Source: an optimization exercise on an open RTL-to-GDS flow (aim: small area). Production flows keep margins and buffers that such runs may drop. Function was checked by simulation only, so behaviour that the tests miss may differ from the original.

==> flow/design.v (outline; a module is shown in full before it is edited, if it fits) <==
// module cordic: 2923 lines
module cordic(input clk,
              input signed [7:0] x_in,
              input signed [7:0] y_in,
              output signed [31:0] r,
              output signed [31:0] phi,
              output signed [31:0] dummy1,
              output signed [31:0] dummy2,
              output signed [31:0] dummy3);
  // ...
==> flow/run.sh <==
#!/bin/bash
# synth_recipe.tcl (not shown) runs the flow's synth.tcl, then flattens the netlist and writes it again
# the make line also repeats each setting of config.mk as NAME=value (left out here)
make -C /OpenROAD-flow-scripts/flow DESIGN_CONFIG=/design/flow/config.mk WORK_HOME=/design/flow/orfs CLKGATE_MAP_FILE= SYNTH_SCRIPT=/design/flow/synth_recipe.tcl finish
==> flow/config.mk <==
export PLATFORM = sky130hd
export DESIGN_NAME = cordic
export DESIGN_NICKNAME = cordic
export VERILOG_FILES = /design/flow/design.v
export SDC_FILE = /design/flow/constraint.sdc
export NUM_CORES = 4
export LEC_CHECK = 0
export CAP_MARGIN = 20
export CORE_MARGIN = 2
export CORE_UTILIZATION = 40
export CTS_BUF_LIST = sky130_fd_sc_hd__clkbuf_2 sky130_fd_sc_hd__clkbuf_4 sky130_fd_sc_hd__clkbuf_8
export SLEW_MARGIN = 20
==> flow/constraint.sdc <==
create_clock -name core_clock -period 10.0 [get_ports {clk}]
set_input_delay 2.0000 -clock core_clock [delete_from_list [all_inputs] [get_ports {clk}]]
set_output_delay 2.0000 -clock core_clock [all_outputs]
set_load 0.01 [all_outputs]
==> flow_summary_export.csv, run 1 <==
group,metric,value,unit
sta,min_period_over_period,88.4,%
setup_path,cp_num_buf_inv,4,
layout,drive_gt1_share,8.41,%
logic_synthesis,synth.area.top_cells,"dfxtp_1 (44%), fa_1 (25%), ha_1 (7.5%)",
global_route,use_met2,24.9,%
setup_path,reg2reg_depth,24,
clock_network,post_cts_resized,0,
logic_synthesis,synth_fa_ha_area_share,32.8,%
logic_synthesis,synth-edff-count,0,
setup_path,reg2reg_slack,1.16,ns
die,num_io_pins,177,
outcome,outcome,"complete, no violations",
logic_synthesis,synth_xor_area_share,9.81,%
layout,final-clk-cell-share,6.58,%
route,wl_met3,2.32,mm
logic_synthesis,async_flop_share,0,%
layout,multi_input_area_share,41.2,%
placement,dpl_cell_area,0.0385,mm^2
placement,hpwl,48.7,mm
min_path,hold_end,"n1514_s11",
setup_path,cp_slowest_stage_delay,0.57,ns
route,drt-initial-drc-count,556,
clock_network,cts.reportedPaths.clkPinSlew,0.06,ns
layout,register_area,0.0160,mm^2
min_path,hold_start,"n1514_s10",
setup_path,critPathSlowestCell,"fa_1",
==> run 2, diff against run 1 <==
--- a/flow/config.mk
+++ b/flow/config.mk
@@ -8,5 +8,4 @@
 export CAP_MARGIN = 20
 export CORE_MARGIN = 2
 export CORE_UTILIZATION = 40
-export CTS_BUF_LIST = sky130_fd_sc_hd__clkbuf_2 sky130_fd_sc_hd__clkbuf_4 sky130_fd_sc_hd__clkbuf_8
 export SLEW_MARGIN = 20
==> run 2 against run 1 <==
  * Still clean
  * Non-clock buffer count is the same
  * Core utilization grew 0.19 points
  * Setup slack gained 0.029 ns
  * Wire length shrank 1.2%
  * Register-to-register slack gained 0.03 ns
==> flow_summary_export.csv, run 2 <==
group,metric,value,unit
outcome,outcome,"complete, no violations",
logic_synthesis,ys_warn_count,1,
logic_synthesis,synth-edff-count,0,
placement,place.gp.congestion,0.808,
setup_path,required,10.52,ns
setup_path,crit_fanout,22,
route,drt-initial-drc-count,549,
clock_network,cts_buffers,82,
die,die-area,0.0941,mm^2
die,core,0.0912,mm^2
clock_network,clkLatencyLatePin,0.64,ns
clock_network,ctsLongestPathBuffers,3,
route,post_drt_wl_per_cell,14.1,um
sta,period_needed,8.81,ns
die,die_w,307,um
setup_path,cp-end-kind,"flip-flop",
global_route,grt_usage,13.4,%
logic_synthesis,synth.area.top_cells,"dfxtp_1 (44%), fa_1 (25%), ha_1 (7.5%)",
sta,final-setup-viol-count,0,
setup_path,critPathLaunchType,"flip-flop",
setup_path,worstSetupPathType,"reg -> reg",
logic_synthesis,yosysMostFrequentCell,"dfxtp_1",
route,ant_nets,0,
route,firstDrtPassIters,4,
clock_network,cts_tree,"yes",
logic_synthesis,synthCells,2909,
clock_network,cts_hold_buf,0,
logic_synthesis,synth_cell_type_count,52,
layout,final_common_cell,"dfxtp_1",
clock_network,post_cts_resized,0,
layout,nNetsFinal,3689,
die,start_util,40.2,%
layout,syn2layout_area_growth,13.0,%
global_route,grt_overflow,0,
logic_synthesis,syn-cell-area,0.0367,mm^2
sta,worst_pin_slew,0.977,ns
global_route,grt_pass1_vias,19200,
clock_network,cts.reportedPaths.clkPinSlew,0.06,ns
placement,io_buffers,153,
sta,max_slew_margin,34.9,%
global_route,grt_util_met1,15.9,%
sta,min_period_over_period,88.1,%
die,num_io_pins,177,
global_route,grt.busiest_layer,"met2",
logic_synthesis,synth_common_cells,"dfxtp_1 (800), inv_1 (633), fa_1 (464)",
layout,drive_gt1_share,5.60,%
clock_network,post-cts-setup-buffers,0,
setup_path,worst_ep_arrival_time,9.33,ns
route,post_drt_via_cell_ratio,4.10,
clock_network,cts-root-buf,"clkbuf_16",
clock_network,clkSinkCount,800,
logic_synthesis,synth-seq-cells,800,
route,finalWirelength,59.9,mm
global_route,met3_usage,2.49,%
clock_network,cts-htree-levels,3,
logic_synthesis,synth-seq-area-share,43.7,%
global_route,antenna_found_initial,0,
route,vias,17400,
logic_synthesis,yosysTopAreaCell,"dfxtp_1",
placement,dp_cells,4090,
sta,clock_skew,0.0276,ns
layout,layoutNonFillerInstCount,4240,
die,die_h,307,um
sta,grt_setup_unrepaired,"no",
sta,timing.fmax,114,MHz
global_route,grt_pass1_wl,99.3,mm
global_route,use_met2,24.6,%
min_path,min_path_type,"reg -> reg",
placement,hpwl,48.7,mm
layout,n_fill_cell,8343,
layout,layout_common_cells,"dfxtp_1 (800), inv_1 (633), fa_1 (464), ha_1 (220), xnor2_1 (212)",
logic_synthesis,synthFlopType,"dfxtp_1",
logic_synthesis,syn_area_per_cell,12.6,um^2
sta,hold_viol_final,0,
global_route,grt_max_degree,26,
route,drc,0,
die,rows,111,
logic_synthesis,synth_top_area_share,43.7,%
logic_synthesis,async_flop_share,0,%
sta,final.setup.tns,0,ns
run,max-cap-violations,0,
layout,antennaDiodeCount,0,
sta,final_max_slew_viol_count,0,
run 2: worst max-delay path, cell delays in order, from the launching register on:
cell     delay, ns
dfxtp_1       0.30
buf_4         0.31
fa_1          0.47
inv_1         0.08
fa_1          0.43
fa_1          0.57
inv_1         0.08
fa_1          0.43
fa_1          0.39
fa_1          0.39
fa_1          0.39
fa_1          0.39
fa_1          0.46
or4_1         0.48
nor3_1        0.20
a31o_2        0.37
xor2_1        0.14
fa_1          0.42
fa_1          0.39
fa_1          0.38
fa_1          0.38
fa_1          0.38
fa_1          0.37
inv_1         0.07
fa_1          0.40
run 2: through the flow:
| step | instance area [um^2] | hold WS (ns) | util, % | worst slack, ns |
|---|---|---|---|---|
| 6_report | 41400 | 0.322 | 45.4 | 1.19 |
| 2_1_floorplan | 36800 | 0.310 | - | 1.51 |
| 3_3_place_gp | 38500 | 0.310 | 42.2 | 1.13 |
| 4_1_cts | 41400 | 0.326 | 45.4 | 0.964 |
| 5_1_grt | 41400 | 0.329 | 45.4 | 0.710 |
| 3_5_place_dp | 38500 | 0.312 | 42.2 | 0.951 |
run 2: cell type report:
class | count | area [um^2] | area share, %
Clock inverter | 34 | 564 | 1.36
Multi-Input combinational cell | 1299 | 17000 | 41.0
Sequential cell | 800 | 16000 | 38.7
Clock buffer | 116 | 2330 | 5.62
Inverter | 636 | 2390 | 5.76
Tap cell | 1186 | 1480 | 3.58
Timing Repair Buffer | 169 | 1650 | 3.99
run 2: worst paths after layout:
check / start / endpoint / slack (ns) / cells past startpoint
setup / recovery: n321_s3 / n871_s4 / 1.19 / 24
hold reg to reg: n149_s7 / n149_s8 / 0.32 / 0
setup reg to reg: n321_s3 / n871_s4 / 1.19 / 24
hold / removal: n149_s7 / n149_s8 / 0.32 / 0
run 2: logic make-up after synthesis:
logic type,after synthesis,share of synthesized area (%)
DFF,800,43.7
AOI/OAI and AO/OA,33,0.611
other,1,0.0102
and+or+nand+nor,131,2.09
xor gates and xnor gates,403,9.81
adders and majority gates,684,32.8
buffers and inverters,832,10.3
muxes,25,0.713
run 2: routing by layer:
metal	wire length [um]	vias up
met1	24900	8512
met4	1500	0
met5	0	-
met3	1900	93
met2	31600	221
li1	-	8567
==> run 3, diff against run 2 <==
--- a/flow/config.mk
+++ b/flow/config.mk
@@ -8,4 +8,5 @@
 export CAP_MARGIN = 20
 export CORE_MARGIN = 2
 export CORE_UTILIZATION = 40
+export CTS_BUF_LIST = sky130_fd_sc_hd__clkbuf_4
 export SLEW_MARGIN = 20
==> run 3 against run 2 <==
  * Still clean on timing, DRC and antenna
  * Hold slack worse by 0.022 ns
  * Cell count up 4.6%
  * Design area decreased by 0.76%
  * Via count up 4.2%
  * Clock skew grew 0.042 ns
  * Maximum frequency about the same
  * Flip-flop and latch count did not move
  * Critical path type unchanged
==> flow_summary_export.csv, run 3 <==
group,metric,value,unit
logic_synthesis,synth-seq-cells,800,
placement,place.gp.congestion,0.808,
layout,drive_gt1_share,10.8,%
sta,min_period_over_period,88.0,%
placement,io_buffers,153,
sta,final-setup-viol-count,0,
global_route,grt_pass1_vias,20100,
logic_synthesis,synth_top_area_share,43.7,%
clock_network,ctsLongestPathBuffers,3,
outcome,outcome,"complete, no violations",
route,drt-initial-drc-count,453,
clock_network,post_cts_resized,0,
clock_network,cts_buffers,197,
logic_synthesis,synth-seq-area-share,43.7,%
die,die_w,307,um
logic_synthesis,synth_common_cells,"dfxtp_1 (800), inv_1 (633), fa_1 (464)",
clock_network,cts-root-buf,"clkbuf_4",
layout,n_fill_cell,8493,
layout,multi_input_area,0.0170,mm^2
setup_path,worstSetupPathType,"reg -> reg",
die,die-area,0.0941,mm^2
clock_network,clkLatencyLatePin,1.07,ns
logic_synthesis,async_flop_share,0,%
setup_path,required,10.95,ns
layout,layout_common_cells,"dfxtp_1 (800), inv_1 (633), fa_1 (464), clkbuf_4 (284), ha_1 (220)",
setup_path,worst_ep_arrival_time,9.75,ns
placement,hpwl,48.7,mm
sta,final.setup.tns,0,ns
route,vias,18100,
layout,syn2layout_area_growth,12.1,%
layout,register_area,0.0160,mm^2
logic_synthesis,synthFlopType,"dfxtp_1",
logic_synthesis,synth.area.top_cells,"dfxtp_1 (44%), fa_1 (25%), ha_1 (7.5%)",
sta,hold_viol_final,0,
global_route,grt_max_degree,26,
clock_network,cts_tree,"yes",
route,firstDrtPassIters,4,
clock_network,cts.reportedPaths.clkPinSlew,0.06,ns
sta,max_slew_margin,34.4,%
layout,layoutNonFillerInstCount,4434,
route,post_drt_via_cell_ratio,4.09,
min_path,min_path_type,"reg -> reg",
logic_synthesis,ys_warn_count,1,
sta,final.setup.worst_slack,1.20,ns
logic_synthesis,syn-cell-area,0.0367,mm^2
placement,post-place-ws,0.951,ns
route,finalWirelength,60.7,mm
placement,dp_cells,4090,
sta,grt_setup_unrepaired,"no",
global_route,antenna_found_initial,2,
clock_network,cts-htree-levels,4,
logic_synthesis,synth-edff-count,0,
route,post_drt_wl_per_cell,13.7,um
logic_synthesis,synth_cell_type_count,52,
route,drc,0,
logic_synthesis,syn_area_per_cell,12.6,um^2
logic_synthesis,synthCells,2909,
global_route,grt_pass1_wl,101,mm
setup_path,critPathLaunchType,"flip-flop",
sta,worst_pin_slew,0.983,ns
sta,timing.fmax,114,MHz
logic_synthesis,yosysMostFrequentCell,"dfxtp_1",
route,ant_nets,0,
sta,final_max_slew_viol_count,0,
setup_path,crit_fanout,22,
layout,final_common_cell,"dfxtp_1",
die,die_h,307,um
sta,period_needed,8.80,ns
run,max-cap-violations,0,
logic_synthesis,yosysTopAreaCell,"dfxtp_1",
sta,clock_skew,0.0692,ns
clock_network,clkSinkCount,800,
layout,final_core_util,45.0,%
die,core,0.0912,mm^2
clock_network,post-cts-setup-buffers,0,
die,num_io_pins,177,
die,rows,111,
global_route,grt_overflow,0,
setup_path,cp-end-kind,"flip-flop",
clock_network,cts_hold_buf,0,
global_route,grt_usage,13.7,%
layout,nNetsFinal,3804,
die,start_util,40.2,%
run 3: cell counts after synthesis:
Identical to the previous run, type by type.
run 3: per-layer routing:
metal / vias to the layer above / track usage, % / part of all wire (%)
met1: 8784 / 15.5 / 40
met5: - / 0 / 0
met3: 111 / 3.05 / 3.9
met2: 305 / 24.7 / 53
li1: 8917 / - / -
met4: 0 / 6.24 / 2.6
run 3: worst max-delay path, stage by stage (launching register included):
cell	delay, ns
dfxtp_1	0.30
buf_4	0.31
fa_1	0.47
inv_1	0.08
fa_1	0.43
fa_1	0.57
inv_1	0.08
fa_1	0.43
fa_1	0.39
fa_1	0.39
fa_1	0.39
fa_1	0.39
fa_1	0.46
or4_1	0.49
nor3_1	0.20
a31o_2	0.37
xor2_1	0.14
fa_1	0.42
fa_1	0.39
fa_1	0.38
fa_1	0.38
fa_1	0.38
fa_1	0.37
inv_1	0.07
fa_1	0.39
run 3: logic make-up after synthesis:
family	count (synthesis)	synth area share, %
simple gates	131	2.09
other cells	1	0.0102
fa+ha+maj	684	32.8
xor+xnor	403	9.81
buf+inv	832	10.3
flops	800	43.7
compound gates	33	0.611
mux	25	0.713
run 3: area by class of cell:
| cell class | count | share of cell area, % |
|---|---|---|
| clock inverters | 58 | 1.07 |
| repair buffers | 169 | 4.02 |
| flip-flops and latches | 800 | 39.0 |
| inverters | 636 | 5.81 |
| well taps | 1186 | 3.61 |
| clock buffers | 284 | 5.19 |
| diodes | 2 | 0.0122 |
| multi-input cells | 1299 | 41.3 |
run 3: final timing paths:
check / start / endpoint / slack [ns] / cells past startpoint
setup / recovery: n321_s3 / n871_s4 / 1.20 / 24
hold / removal: n1514_s10 / n1514_s11 / 0.30 / 0
setup reg to reg: n321_s3 / n871_s4 / 1.20 / 24
hold reg to reg: n1514_s10 / n1514_s11 / 0.30 / 0
run 3: metrics by stage:
| stage | area, um^2 | hold WS [ns] |
|---|---|---|
| after floorplan | 36800 | 0.310 |
| after global placement | 38500 | 0.310 |
| after detailed placement | 38500 | 0.312 |
| after CTS | 41100 | 0.266 |
| after global routing | 41100 | 0.279 |
| final | 41100 | 0.300 |

separate check: timing with driven ports:
The flow's constraints put no driver on any port. The routed layouts listed below were extracted and timed again, unchanged, in two steps. Step 1 sets driving cells, clkbuf_16 on the clock port and buf_2 on the other inputs (assumed; they add their load-dependent delay and slew). Step 2 moves the port delays by t, midway between the first and last clock arrival at a register: inputs arrive t later, outputs are due t later. That takes back most of the time a late clock gives input paths. Slacks: ideal ports / drivers / drivers and shift; pairs: ideal ports / drivers.
run | shift t [ns] | slack for setup (ns) | worst register clock-pin slew, ns | worst data-port slew with drivers (ns) | pins driven straight from the clock port
run 1 | 0.818 | 1.161 / 1.161 / 1.161 | 0.07 / 0.07 | 0.04 | 1
run 2 | 0.701 | 1.190 / 1.190 / 1.190 | 0.07 / 0.07 | 0.04 | 1
run 3 | 1.098 | 1.196 / 1.196 / 1.196 | 0.08 / 0.08 | 0.04 | 1
After both steps setup and hold are still met in every run listed.
